Background: an optimization exercise with open tools, aiming at small area. Do not read the settings as production practice. Only simulation tests tie the RTL to the original design; equivalence was not proved. Power and IR drop assume default switching activity.

==> run M: inputs <==
==> flow/design.v (excerpt) <==
module tamagotchi (
    input clk,
    input reset,
    input b2, b3, b4,
    input light_sensor,
    input sound_sensor,
    input sda_i,
    output scl_o,
    output sda_o,
    output mosi,
    output sclk,
    output ce,
    output dc,
    output lcd_rst,
    output [0:6] sseg,
    output [7:0] an,
    output test_led,
    output buzzer_out
);
    localparam ONE_SECOND = 50_000;
    localparam HOLD_TIME = 5 * ONE_SECOND;
    localparam FACE_TIME = 2 * ONE_SECOND;
    localparam SLEEP = 3'd0, FOOD = 3'd1, BATH = 3'd2, MUSIC = 3'd3, EXERCISE = 3'd4, DEAD = 3'd5;
    mpu6050_interface mpu6050 (
        .clk(clk),
        .reset_n(reset),
        .sda_i(sda_i),
        .sda_o(sda_o),
        .scl_o(scl_o),
        .movement_deb(movement_deb)
    );
    wire b2_deb, b3_deb, b4_deb, movement_deb;
    wire b2_toggle;
    debounce_b2 b2_debounce (.reset(reset), .clk(clk), .boton_in(b2), .alive(current != DEAD), .boton_out(b2_deb), .toggle(b2_toggle));
    debounce #(1500) b3_debounce (.reset(reset), .clk(clk), .boton_in(b3), .boton_out(b3_deb));
    debounce #(1500) b4_debounce (.reset(reset), .clk(clk), .boton_in(b4), .boton_out(b4_deb));
    reg [2:0] sleep_state, food_state, bath_state, music_state, exercise_state, health_state;
    reg [2:0] current, face;
    reg [17:0] sleep_hold_timer, music_hold_timer;
    reg [16:0] face_timer;
    reg sleep_hold_active, music_hold_active, sound_detected;
    reg music_past;    
    localparam [17:0] S_HOLD = 18'h39923;   
    localparam [17:0] S_1S   = 18'h1c355;   
    localparam [16:0] S_FACE = 17'h1b2da;   
    localparam [11:0] S_Q    = 12'hbea;     
    function [17:0] st18;
        input [17:0] s;
        st18 = {s[16:0], ~(s[17] ^ s[0])};
    endfunction
    function [16:0] st17;
        input [16:0] s;
        st17 = {s[15:0], ~(s[16] ^ s[1])};
    endfunction
    function [11:0] st12;
        input [11:0] s;
        st12 = {s[10:0], ~(s[11] ^ s[0])};
    endfunction
    reg test_mode;
    assign test_led = !test_mode;
    reg [9:0] k;
    reg [11:0] q;
    wire tick = (&k[3:0]) && (q == S_Q);
    reg [4:0] a;
    reg [1:0] t4;
    reg [1:0] t3;
    reg [2:0] t5;
    reg evt;
    always @(posedge clk) begin
        if (~reset) begin
            k <= 10'd64;
            q <= 0;
            a <= 0;
            t4 <= 0;
            t3 <= 0;
            t5 <= 0;
            evt <= 0;
        end else begin
  ...
clock: 20.0 ns
lec_check: 0
abc_area: 1
cap_margin: 20
core_margin: 2
core_utilization: 65
cts_cluster_diameter: 80
cts_cluster_size: 25
place_density: 0.75
slew_margin: 20
standard.sh (not shown) runs the stock make flow with config.mk's settings and CLKGATE_MAP_FILE= SYNTH_SCRIPT=/design/flow/synth_recipe.tcl, a recipe that flattens the netlist after the stock synthesis.
==> flow/flow/run.sh <==
#!/bin/bash
set -euo pipefail
W="$(pwd)"
rm -rf "$W/scripts_mod"
cp -r "$FLOW_HOME/scripts" "$W/scripts_mod"
cp "$W/flow/abc_area.script" "$W/scripts_mod/abc_area.script"
bash "$W/standard.sh" SCRIPTS_DIR="$W/scripts_mod" finish > "$W/flow_make.log" 2>&1
==> flow/flow/abc_area.script <==
strash
&get -n
&fraig -x
&put
scorr
dc2
dretime
strash
dc2
balance
rewrite
refactor
balance
rewrite
rewrite -z
balance
refactor -z
rewrite -z
balance
dc2
&get -n
&dch -f
&nf -a -p -R 1000 -C 32 -F 8 -A 6
&put
==> run A: changes against run M <==
--- a/flow/design.v
+++ b/flow/design.v
@@ -965,13 +965,13 @@
     wire tick = (&k[3:0]) && (q == S_Q);
     reg [4:0] a;
     reg [1:0] t4;
     reg [1:0] t3;
     reg [2:0] t5;
     reg evt;
-    always @(posedge clk) begin
+    always @(posedge clk or negedge reset) begin
         if (~reset) begin
             k <= 10'd64;
             q <= 0;
             a <= 0;
             t4 <= 0;
             t3 <= 0;
@@ -1112,33 +1112,24 @@
             sleep_hold_timer <= st18(sleep_hold_timer);
         if (music_start | music_end)
             music_hold_timer <= 0;
         else if (music_hold_active)
             music_hold_timer <= st18(music_hold_timer);
     end
-    always @(posedge clk) begin
-        if (~reset)
-            face_timer <= 0;
-        else if (alive && !sleep_hold_active && face_timer != S_FACE)
-            face_timer <= st17(face_timer);
-        else if (alive && !sleep_hold_active && face != 0)
-            face_timer <= 0;
-        else if (okFB | okS | okM | okE)
-            face_timer <= 0;
-    end
     always @(posedge clk or negedge reset) begin
         if (~reset) begin
             sleep_state <= 3'd7;
             food_state <= 3'd7;
             bath_state <= 3'd7;
             music_state <= 3'd7;
             exercise_state <= 3'd7;
             health_state <= 3'd7;
             current <= SLEEP;
             face <= 0;
             test_mode <= 0;
+            face_timer <= 0;
             sleep_hold_active <= 0;
             music_hold_active <= 0;
             sound_detected <= 0;
             music_past <= 0;
             buzzer_trigger <= 0;
         end else begin
@@ -1163,20 +1154,22 @@
                     MUSIC: current <= EXERCISE;
                     default: current <= SLEEP;
                 endcase
             end
             if (okFB) begin
                 face <= (rF ? fullF : fullB) ? 3'd2 : 3'd1;
+                face_timer <= 0;
             end
             if (sleep_start) begin
                 face <= 3;
                 sleep_hold_active <= 1;
             end
             if (sleep_end) sleep_hold_active <= 0;
             if (okS) begin
                 face <= fullS ? 3'd2 : 3'd1;
+                face_timer <= 0;
             end
             if (music_start) begin
                 music_hold_active <= 1;
                 sound_detected <= 0;
             end
             if (music_hold_active) begin
@@ -1188,23 +1181,28 @@
                     sound_detected <= 0;
                     music_past <= 0;
                 end
             end
             if (okM) begin
                 face <= fullM ? 3'd2 : 3'd1;
+                face_timer <= 0;
             end
             if (okE) begin
                 face <= fullE ? 3'd2 : 3'd1;
+                face_timer <= 0;
             end
             if (alive && !sleep_hold_active) begin
-                if (face_timer == S_FACE && face != 0) begin
+                if (face_timer != S_FACE) begin
+                    face_timer <= st17(face_timer);
+                end else if (face != 0) begin
                     if (health_state <= 3) begin
                         face <= 4;
                     end else begin
                         face <= 0;
                     end
+                    face_timer <= 0;
                 end
             end
             if (alive && face != 1 && face != 2 && face != 3 && face != 5) begin
                 if (health_state <= 3 && face != 4) begin
                     face <= 4;
                 end else if (health_state > 3 && face == 4) begin
==> flow/flow/abc_area.script (replaced) <==
strash
&get -n
&fraig -x
&put
scorr
dc2
dretime
strash
&get -n
&dch -f
&nf -a -p -R 1000 -C 32 -F 8 -A 6
&put
==> impl_metrics.csv <==
group,metric,value,unit
timing,hold-worst-slack,0.336,ns
layout,multi_input_gates,1157,
layout,seq_area,6260,um^2
pwr,p_comb,0.0414,mW
grt,grtUsageMet1,39.1,%
yosys,ys.flop_type,"dfxtp_1",
grt,globalRouteMet2Util,44.0,%
layout,clock_buffers,23,
layout,areaGrowthSynthToFinish,8.81,%
status,status,"no timing/DRC/antenna violations",
yosys,synth.distinct_cells,69,
layout,final_core_util,71.4,%
setup_path,worstPathCellList,"clkinv_1 > ha_1 > a22oi_1 > nor2_1 > a31oi_1 > clkdlybuf4s50_1",
placed_design,dp_slack,13.77,ns
[end of results for run M]
==> impl_metrics.csv <==
group,metric,value,unit
status,status,"no timing/DRC/antenna violations",
layout,final_core_util,72.1,%
layout,areaGrowthSynthToFinish,8.88,%
yosys,synth.distinct_cells,67,
setup_path,worstPathCellList,"clkinv_1 > nor2_1 > o32ai_1 > a21oi_1 > clkdlybuf4s50_1",
layout,multi_input_gates,1169,
layout,seq_area,6530,um^2
pwr,p_comb,0.0142,mW
grt,globalRouteMet2Util,45.0,%
timing,hold-worst-slack,0.336,ns
[end of results for run A]

==> inputs of v32 <==
tamagotchi, a different RTL version from the one above (not shown whole).
==> module mpu6050_controller, before the edit <==
module mpu6050_controller (
    input wire clk,
    input wire reset_n,
    input wire internal_clk,
    output reg [1:0] wr_code,
    output reg read_enable,
    output reg write_enable,
    input wire queued,
    input wire nack,
    input wire stop,
    input wire data_valid,
    input wire rx_pos,
    output reg [3:0] address,
    output reg data_pos,
    output reg load,
    output reg completed,
    input wire rescan
);
    localparam IDLE = 3'b000,
               POWER_MGMT_0 = 3'b001,
               POWER_MGMT_1 = 3'b010,
               READ_0 = 3'b011,
               READ_1 = 3'b100,
               STABLE = 3'b101;
    reg [2:0] state;
    always @(posedge clk) begin
        if (!reset_n) begin
            wr_code <= 2'd0;
            read_enable <= 1'b0;
            write_enable <= 1'b0;
            address <= 4'b0;
            load <= 1'b0;
            data_pos <= 1'b0;
            completed <= 1'b0;
            state <= IDLE;
        end else begin
            case (state)
                IDLE: begin
                    if (internal_clk) begin
                        wr_code <= 2'd0;
                        read_enable <= 1'b0;
                        write_enable <= 1'b0;
                        address <= 4'b0;
                        load <= 1'b0;
                        data_pos <= 1'b0;
                        completed <= 1'b0;
                        state <= POWER_MGMT_0;
                    end
                end
                POWER_MGMT_0: begin
                    if (internal_clk) begin
                        wr_code <= 2'd1;
                        write_enable <= 1'b1;
                        read_enable <= 1'b0;
                        if (queued) begin
                            wr_code <= 2'd0;
                            state <= POWER_MGMT_1;
                        end else if (nack) begin
                            state <= IDLE;
                        end
                    end
                end
                POWER_MGMT_1: begin
                    if (internal_clk) begin
                        if (queued) begin
                            wr_code <= 2'd0;
                            write_enable <= 1'b0;
                            read_enable <= 1'b0;
                            state <= READ_0;
                        end else if (nack) begin
                            state <= IDLE;
                        end
                    end
                end
                READ_0: begin
                    if (internal_clk) begin
                        if (stop) begin
                            wr_code <= 2'd2;
                            write_enable <= 1'b1;
                            read_enable <= 1'b0;
                        end else if (queued) begin
                            write_enable <= 1'b0;
                            read_enable <= 1'b1;
                            address <= 4'b0;
                        end else if (data_valid) begin
                            load <= 1'b1;
                            data_pos <= rx_pos;
                            state <= READ_1;
                        end else if (nack) begin
                            state <= IDLE;
                        end
                    end
                end
                READ_1: begin
                    if (internal_clk) begin
                        if (data_valid) begin
                            load <= 1'b1;
                            data_pos <= rx_pos;
                        end else if (queued) begin
                            address <= address + 1;
                            if (address == 4'b1100) begin
                                write_enable <= 1'b0;
                                read_enable <= 1'b0;
                            end else begin
                                write_enable <= 1'b0;
                                read_enable <= 1'b1;
                            end
                        end else if (stop) begin
                            state <= STABLE;
                        end else begin
                            load <= 1'b0;
                        end
                    end
                end
                STABLE: begin
                    completed <= 1'b1;
                    if (internal_clk) begin
                        if (rescan) begin
                            state <= IDLE;
                        end
                    end
                end
                default: ;
            endcase
        end
    end
endmodule
Settings: LEC_CHECK=0, ABC_AREA=1, CAP_MARGIN=20, CORE_MARGIN=2, CORE_UTILIZATION=65, CTS_CLUSTER_DIAMETER=80, CTS_CLUSTER_SIZE=25, PLACE_DENSITY=0.75, SLEW_MARGIN=20; clock period 20.0 ns.
==> flow/flow/abc_area.script <==
strash
&get -n
&fraig -x
&put
scorr
dc2
dretime
strash
dc2
balance
rewrite
refactor
balance
rewrite
rewrite -z
balance
refactor -z
rewrite -z
balance
dc2
&get -n
&dch -f
&nf -a -p -R 1000 -C 32 -F 8 -A 6
&put
Scripts as last shown in full above: flow/flow/run.sh
==> v21 (differences from v32) <==
--- a/flow/design.v
+++ b/flow/design.v
@@ -646,7 +646,7 @@
     input wire clk,
     input wire reset_n,
     input wire internal_clk,
-    output reg [1:0] wr_code,
+    output wire [1:0] wr_code,
     output reg read_enable,
     output reg write_enable,
     input wire queued,
@@ -667,9 +667,9 @@
                READ_1 = 3'b100,
                STABLE = 3'b101;
     reg [2:0] state;
+    assign wr_code = (state == POWER_MGMT_0) ? 2'd1 : (state == READ_0) ? 2'd2 : 2'd0;
     always @(posedge clk) begin
         if (!reset_n) begin
-            wr_code <= 2'd0;
             read_enable <= 1'b0;
             write_enable <= 1'b0;
             address <= 4'b0;
@@ -681,7 +681,6 @@
             case (state)
                 IDLE: begin
                     if (internal_clk) begin
-                        wr_code <= 2'd0;
                         read_enable <= 1'b0;
                         write_enable <= 1'b0;
                         address <= 4'b0;
@@ -693,11 +692,9 @@
                 end
                 POWER_MGMT_0: begin
                     if (internal_clk) begin
-                        wr_code <= 2'd1;
                         write_enable <= 1'b1;
                         read_enable <= 1'b0;
                         if (queued) begin
-                            wr_code <= 2'd0;
                             state <= POWER_MGMT_1;
                         end else if (nack) begin
                             state <= IDLE;
@@ -707,7 +704,6 @@
                 POWER_MGMT_1: begin
                     if (internal_clk) begin
                         if (queued) begin
-                            wr_code <= 2'd0;
                             write_enable <= 1'b0;
                             read_enable <= 1'b0;
                             state <= READ_0;
@@ -719,7 +715,6 @@
                 READ_0: begin
                     if (internal_clk) begin
                         if (stop) begin
-                            wr_code <= 2'd2;
                             write_enable <= 1'b1;
                             read_enable <= 1'b0;
                         end else if (queued) begin
==> comparison table <==
| metric | v32 | v21 |
|---|---|---|
| Power share of the combinational group | 8.3% | 8.4% |
| Leak pwr | 5.39 nW | 5.27 nW |
| Non-clock buffering overhead in the final layout | 2.77% | 2.53% |
| Final standard cell area without fillers | 14,600 sq um | 14,600 sq um |
| Combined area of the multi-input logic cells | 7380 sq um | 7350 sq um |
| Highest clock rate | 0.155 GHz | 0.153 GHz |
| CTS clk-pin slew, worst paths | 100 ps | 90 ps |
| GRT Overall Usage | 27.3% | 27.1% |
| Post-synth net total | 1,584 | 1,580 |
| Share of Yosys cell area claimed by the top area cell type | 34.4% | 34.3% |
| Result of the run | no timing/DRC/antenna violations | no timing/DRC/antenna violations |
| Setup slack, reg-to-reg | 16,250 ps | 16,010 ps |
| Mux cell area share after synthesis | 3.92% | 3.56% |
| Drt via density | 6.29 | 6.28 |
| Post-synthesis average cell area | 8.76 sq um | 8.74 sq um |
| Slew of the pin with the lowest slew margin | 1060 ps | 1050 ps |
| Switching Share | 24.8% | 24.9% |
| Dpl hpwl | 21.2 mm | 20.7 mm |
| Net switching power of the design | 256 uW | 262 uW |
| Ratio of cells with drive above 1 in the final layout | 2.25% | 2.32% |
| Total of clock buffers placed in the layout | 23 | 20 |

what the ideal ports hide:
The flow's constraints put no driver on any port. The routed layouts listed below were extracted and timed again, unchanged, in two steps.
Step 1, drivers: a clkbuf_16 drives clk and a buf_2 each remaining input, both assumed.
Step 2 moves the port delays by t, midway between the first and last clock arrival at a register: inputs arrive t later, outputs are due t later. That takes back most of the time a late clock gives input paths.
Three values: ideal, step 1, step 2; two values: the first two.
| run | shift t [ns] | setup WS [ns] | clock arrival spread, ns |
|---|---|---|---|
| run M | 0.555 | 13.545 / 13.496 / 13.805 | 0.030 / 0.029 |
| run A | 0.534 | 13.600 / 13.554 / 14.087 | 0.024 / 0.023 |
| v32 | 0.536 | 13.547 / 13.499 / 13.993 | 0.019 / 0.019 |
| v21 | 0.540 | 13.466 / 13.416 / 13.944 | 0.018 / 0.018 |
After both steps setup and hold are still met in every run listed.
